What follows belongs to an exercise in optimizing a design on an open flow for small area and a short achievable clock period; a production flow would make more cautious choices.

Setup of tundra:
// top_diannao_node_vMAX
module top_diannao_node_vMAX (
        clk,
        i_inputs,
        i_synapses,
        i_op,
        i_nbout,
        i_load,
        o_to_edram
    );
    input           clk;
    input  [255:0]  i_inputs;
    input  [255:0]  i_synapses;
    input  [0:0]    i_op;
    input  [15:0]   i_nbout;
    input           i_load;
    output [15:0]   o_to_edram;
    function gt16;
        input [15:0] a, b;
        reg [15:0] g0, l0;
        reg [7:0] g1, l1;
        reg [3:0] g2, l2;
        reg [1:0] g3, l3;
        integer i;
        begin
            g0 = a & ~b;
            l0 = ~a & b;
            for (i = 0; i < 8; i = i + 1) begin
                g1[i] = g0[2*i+1] | (~l0[2*i+1] & g0[2*i]);
                l1[i] = l0[2*i+1] | (~g0[2*i+1] & l0[2*i]);
            end
            for (i = 0; i < 4; i = i + 1) begin
                g2[i] = g1[2*i+1] | (~l1[2*i+1] & g1[2*i]);
                l2[i] = l1[2*i+1] | (~g1[2*i+1] & l1[2*i]);
            end
            for (i = 0; i < 2; i = i + 1) begin
                g3[i] = g2[2*i+1] | (~l2[2*i+1] & g2[2*i]);
  ...
Settings: LEC_CHECK=0, ABC_AREA=1, CAP_MARGIN=80, CORE_MARGIN=2, CORE_UTILIZATION=40, SETUP_SLACK_MARGIN=5, SLEW_MARGIN=80, SYNTH_HIERARCHICAL=1; clock period 12.0 ns.
standard.sh (not shown) runs the stock make flow with config.mk's settings and CLKGATE_MAP_FILE= SYNTH_SCRIPT=/design/flow/synth_recipe.tcl, a recipe that flattens the netlist after the stock synthesis.
==> flow/flow/run.sh <==
#!/bin/bash
# Standard ORFS layout (the standard.sh, standard synthesis unchanged), with
# extra settings for timing repair, clock tree and port buffers.
set -euo pipefail
bash standard.sh SETUP_SLACK_MARGIN=8.3 CTS_CLUSTER_SIZE=30 CTS_CLUSTER_DIAMETER=80 "BUFFER_PORTS_ARGS=-buffer_cell sky130_fd_sc_hd__buf_1" finish > standard.log 2>&1
Changes in cedar relative to tundra:
--- a/flow/design.v
+++ b/flow/design.v
@@ -78,21 +78,20 @@
     reg  [111:0] neg1;
     reg  [15:0]  sgn1;
     reg  [239:0] cs0, cs1;
     reg  [15:0]  csc;
     reg  [15:0]  sgn2;
     reg  [63:0]  gsum0, gmax;
     reg  [59:0]  gsum1;       
     reg  [15:0]  rsum0, rmax;
     reg  [15:1]  rsum1;
-    reg  [15:0]  out_reg;     
-    reg  [15:0]  out_copy;    
-    assign o_to_edram = out_copy;
+    reg  [15:0]  out_reg;
+    assign o_to_edram = out_reg;
     wire [239:0] h0_all, h1_all;
     wire [15:0]  ci_all;
     wire [255:0] prod;
     genvar j, k;
     generate
         for (j = 0; j < 16; j = j + 1) begin : lane
             wire [17:0] bq = {2'b00, i_synapses[16*j +: 15], 1'b0};
             wire [7:0]  one0, two0, neg0;
             genvar i;
@@ -719,26 +718,23 @@
     wire [15:0] mm = max4(gmax[15:0], gmax[31:16], gmax[47:32], gmax[63:48]);
     wire [15:0] rs1 = {rsum1, 1'b0};
     wire [15:0] fx  = rsum0 ^ rs1;
     wire [15:0] fs  = fx ^ out_reg;
     wire [15:0] fc  = {(rsum0[14:0] & rs1[14:0]) | (out_reg[14:0] & fx[14:0]), 1'b0};
     wire [15:0] fin_sum = fs + fc;
     wire        take = gt16(rmax, out_reg);
     wire [15:0] fin_max = take ? rmax : out_reg;
     wire [15:0] fin     = i_op[0] ? fin_max : fin_sum;
-    wire [15:0] fin_max_c = ({16{take}} & rmax) | ({16{~take}} & out_reg);
-    wire [15:0] fin_c     = i_op[0] ? fin_max_c : fin_sum;
     always @(posedge clk) begin
         cs0     <= h0_all;
         cs1     <= h1_all;
         csc     <= ci_all;
         sgn2    <= sgn1;
         gsum0   <= gsum0_d;
         gsum1   <= {gsum1_d[63:49], gsum1_d[47:33], gsum1_d[31:17], gsum1_d[15:1]};
         gmax    <= gmax_d;
         rsum0   <= i_op[0] ? ms[15:0]  : ss[15:0];
         rsum1   <= i_op[0] ? ms[31:17] : ss[31:17];
         rmax    <= i_op[0] ? mm : sm;
         out_reg <= i_load ? fin : i_nbout;
-        out_copy <= i_load ? fin_c : i_nbout;
     end
 endmodule
==> results.txt <==
cedar completed; timing, DRC and antenna clean. tundra went all the way through synthesis, placement and routing and the layout is clean on timing, DRC and antenna. Compared with tundra, in cedar global placer's final weighted congestion decreased about 1.4%; height of the chip decreased 0.38%. tundra was larger in final cell area than cedar. DRC violation total after the first TritonRoute iteration (cedar / tundra): 1.07. tundra and cedar ended up with nearly the same register area share after synthesis. Looking at sequential cell count, cedar sits 16 lower than tundra does. Taking tundra as the reference, in cedar maximum fanout along the worst path has increased; post-place setup slack has decreased; worst hold slack has decreased; simple-gate portion of the synthesized area has decreased. Compared cedar vs tundra, and depth of the worst register-to-register path is down in cedar. The run showing the greater minimum clock period after layout is cedar. Fraction of area in multi-input gates up 0.30 points in cedar wrt tundra. The endpoint of the most critical setup path comes out o_to_edram[1] in one run and o_to_edram[14] in the other, namely in tundra and cedar respectively. tundra and cedar ended up with nearly the same starting density of the core.
No functional check of the RTL was part of any run of this note.

---

Another version of the RTL of top_diannao_node_vMAX (not shown whole).
Size in the first run: ~15000 cells after synthesis, roughly 0.13 mm^2 of cells after synthesis.
export LEC_CHECK = 0
export ABC_AREA = 1
export CAP_MARGIN = 10
export CORE_MARGIN = 2
export CORE_UTILIZATION = 40
export SETUP_SLACK_MARGIN = 5
export SLEW_MARGIN = 10
export SYNTH_HIERARCHICAL = 1
create_clock -name core_clock -period 12.0 [get_ports {clk}]
==> flow/flow/run.sh <==
#!/bin/bash
# Standard ORFS layout (the standard.sh, standard synthesis unchanged), with
# extra settings for timing repair, clock tree and port buffers.
set -euo pipefail
bash standard.sh SETUP_SLACK_MARGIN=8.3 "CTS_ARGS=-sink_clustering_enable -repair_clock_nets -sink_clustering_size 30 -sink_clustering_max_diameter 80 -dont_use_dummy_load -distance_between_buffers 300" "BUFFER_PORTS_ARGS=-buffer_cell sky130_fd_sc_hd__buf_1" finish > standard.log 2>&1
Next try:
--- a/flow/design.v
+++ b/flow/design.v
@@ -66,48 +66,12 @@
         begin
             m0 = gt16(a, b) ? a : b;
             m1 = gt16(c, d) ? c : d;
             max4t = gt16(m0, m1) ? m0 : m1;
         end
     endfunction
-    function [31:0] add16_pre;
-        input [15:0] a, b;
-        reg [15:0] g, p, G1;
-        integer i;
-        begin
-            g = a & b;
-            p = a ^ b;
-            G1[0] = g[0];
-            for (i = 1; i < 16; i = i + 1)
-                G1[i] = g[i] | (p[i] & g[i-1]);
-            add16_pre = {G1, p};
-        end
-    endfunction
-    function [15:0] add16_post;
-        input [15:0] G1, p;
-        reg [15:0] G, P, Gn, Pn;
-        integer k, d;
-        begin
-            G = G1;
-            P = {p[15:1] & p[14:0], 1'b0};
-            for (d = 2; d < 16; d = d * 2) begin
-                for (k = 0; k < 16; k = k + 1) begin
-                    if (k >= d) begin
-                        Gn[k] = G[k] | (P[k] & G[k-d]);
-                        Pn[k] = P[k] & P[k-d];
-                    end else begin
-                        Gn[k] = G[k];
-                        Pn[k] = P[k];
-                    end
-                end
-                G = Gn;
-                P = Pn;
-            end
-            add16_post = p ^ {G[14:0], 1'b0};
-        end
-    endfunction
     function [31:0] csa4;
         input [15:0] a, b, c, d;
         reg [15:0] x1, s1, c1, x2;
         begin
             x1 = a ^ b;
             s1 = x1 ^ c;
@@ -119,14 +83,14 @@
     reg  [239:0] mag_a;
     reg  [239:0] mag_b;
     reg  [15:0]  sgn1;
     reg  [239:0] cs0, cs1;
     reg  [15:0]  csc;
     reg  [15:0]  sgn2;
-    reg  [63:0]  gs_p, gmax;    
-    reg  [59:0]  gs_g;          
+    reg  [63:0]  gsum0, gmax;
+    reg  [59:0]  gsum1;       
     reg  [15:0]  rsum0, rmax;
     reg  [15:1]  rsum1;
     reg  [15:0]  out_reg;     
     reg  [15:0]  out_copy;    
     assign o_to_edram = out_copy;
     wire [239:0] h0_all, h1_all;
@@ -735,30 +699,29 @@
             assign h1_all[15*j +: 15] = h1;
             assign ci_all[j] = ci;
             wire [15:0] psum = {cs0[15*j +: 15], 1'b1} + {cs1[15*j +: 15], csc[j]};
             assign prod[16*j +: 16] = {sgn2[j], psum[15:1]};
         end
     endgenerate
-    wire [63:0] gsum0_d, gsum1_d, gs_g_d, gs_p_d, gmax_d;
+    wire [63:0] gsum0_d, gsum1_d, gmax_d;
     generate
         for (k = 0; k < 4; k = k + 1) begin : grp
             wire [15:0] p0 = prod[64*k +: 16];
             wire [15:0] p1 = prod[64*k+16 +: 16];
             wire [15:0] p2 = prod[64*k+32 +: 16];
             wire [15:0] p3 = prod[64*k+48 +: 16];
             assign {gsum1_d[16*k +: 16], gsum0_d[16*k +: 16]} = csa4(p0, p1, p2, p3);
-            assign {gs_g_d[16*k +: 16], gs_p_d[16*k +: 16]} = add16_pre(gsum0_d[16*k +: 16], gsum1_d[16*k +: 16]);
             assign gmax_d[16*k +: 16] = max4(p0, p1, p2, p3);
         end
     endgenerate
-    wire [15:0] gs0 = add16_post({gs_g[14:0],  1'b0}, gs_p[15:0]);
-    wire [15:0] gs1 = add16_post({gs_g[29:15], 1'b0}, gs_p[31:16]);
-    wire [15:0] gs2 = add16_post({gs_g[44:30], 1'b0}, gs_p[47:32]);
-    wire [15:0] gs3 = add16_post({gs_g[59:45], 1'b0}, gs_p[63:48]);
+    wire [15:0] gs0 = gsum0[15:0]  + {gsum1[14:0],  1'b0};
+    wire [15:0] gs1 = gsum0[31:16] + {gsum1[29:15], 1'b0};
+    wire [15:0] gs2 = gsum0[47:32] + {gsum1[44:30], 1'b0};
+    wire [15:0] gs3 = gsum0[63:48] + {gsum1[59:45], 1'b0};
     wire [31:0] ss = csa4(gs0, gs1, gs2, gs3);
-    wire [15:0] sm = max4t(gs0, gs1, gs2, gs3);
+    wire [15:0] sm = max4(gs0, gs1, gs2, gs3);
     wire [31:0] ms = csa4(gmax[15:0], gmax[31:16], gmax[47:32], gmax[63:48]);
     wire [15:0] mm = max4t(gmax[15:0], gmax[31:16], gmax[47:32], gmax[63:48]);
     wire [15:0] rs1 = {rsum1, 1'b0};
     wire [15:0] fx  = rsum0 ^ rs1;
     wire [15:0] fs  = fx ^ out_reg;
     wire [15:0] fc  = {(rsum0[14:0] & rs1[14:0]) | (out_reg[14:0] & fx[14:0]), 1'b0};
@@ -770,14 +733,14 @@
     wire [15:0] fin_c     = i_op[0] ? fin_max_c : fin_sum;
     always @(posedge clk) begin
         cs0     <= h0_all;
         cs1     <= h1_all;
         csc     <= ci_all;
         sgn2    <= sgn1;
-        gs_p    <= gs_p_d;
-        gs_g    <= {gs_g_d[63:49], gs_g_d[47:33], gs_g_d[31:17], gs_g_d[15:1]};
+        gsum0   <= gsum0_d;
+        gsum1   <= {gsum1_d[63:49], gsum1_d[47:33], gsum1_d[31:17], gsum1_d[15:1]};
         gmax    <= gmax_d;
         rsum0   <= i_op[0] ? ms[15:0]  : ss[15:0];
         rsum1   <= i_op[0] ? ms[31:17] : ss[31:17];
         rmax    <= i_op[0] ? mm : sm;
         out_reg <= i_load ? fin : i_nbout;
         out_copy <= i_load ? fin_c : i_nbout;
Result: Count of clock-buffer cells in the layout fell by 4; die area rose by a few percent; non-clock buffer count fell by 202; final area is about the same; global-route usage rose by 0.72 points; sequential share of layout area hardly moves.
Function was not checked in any run of this note: the RTL went through the layout flow alone.

[afterwards: timing with drivers on the ports]
In the flow no input, the clock included, has a driving cell. The finished layouts below were timed again as built, in two steps.
Step 1 sets driving cells, clkbuf_16 on the clock port and buf_2 on the other inputs (assumed; they add their load-dependent delay and slew).
Step 2, shift: input delay + t, output delay - t, t = (earliest + latest rising clock arrival at the registers) / 2. This alone moves slack from input paths to output paths.
Slacks: no drivers / after step 1 / after step 2; pairs: no drivers / after step 1.
run	shift t [ns]	setup slack, ns	hold WS [ns]
tundra	1.030	8.078 / 7.964 / 8.201	0.418 / 0.418 / 0.418
cedar	1.018	7.991 / 7.878 / 7.573	0.410 / 0.410 / 0.410
the first run of note 2	0.867	8.298 / 8.210 / 7.530	0.579 / 0.579 / 0.579
the second run of note 2	0.873	8.290 / 8.184 / 7.581	0.590 / 0.590 / 0.590
After both steps every run listed still meets setup and hold. The setup slack of the first run of note 2, which loses most, moves by -0.088 ns with the drivers and by -0.768 ns with both steps.
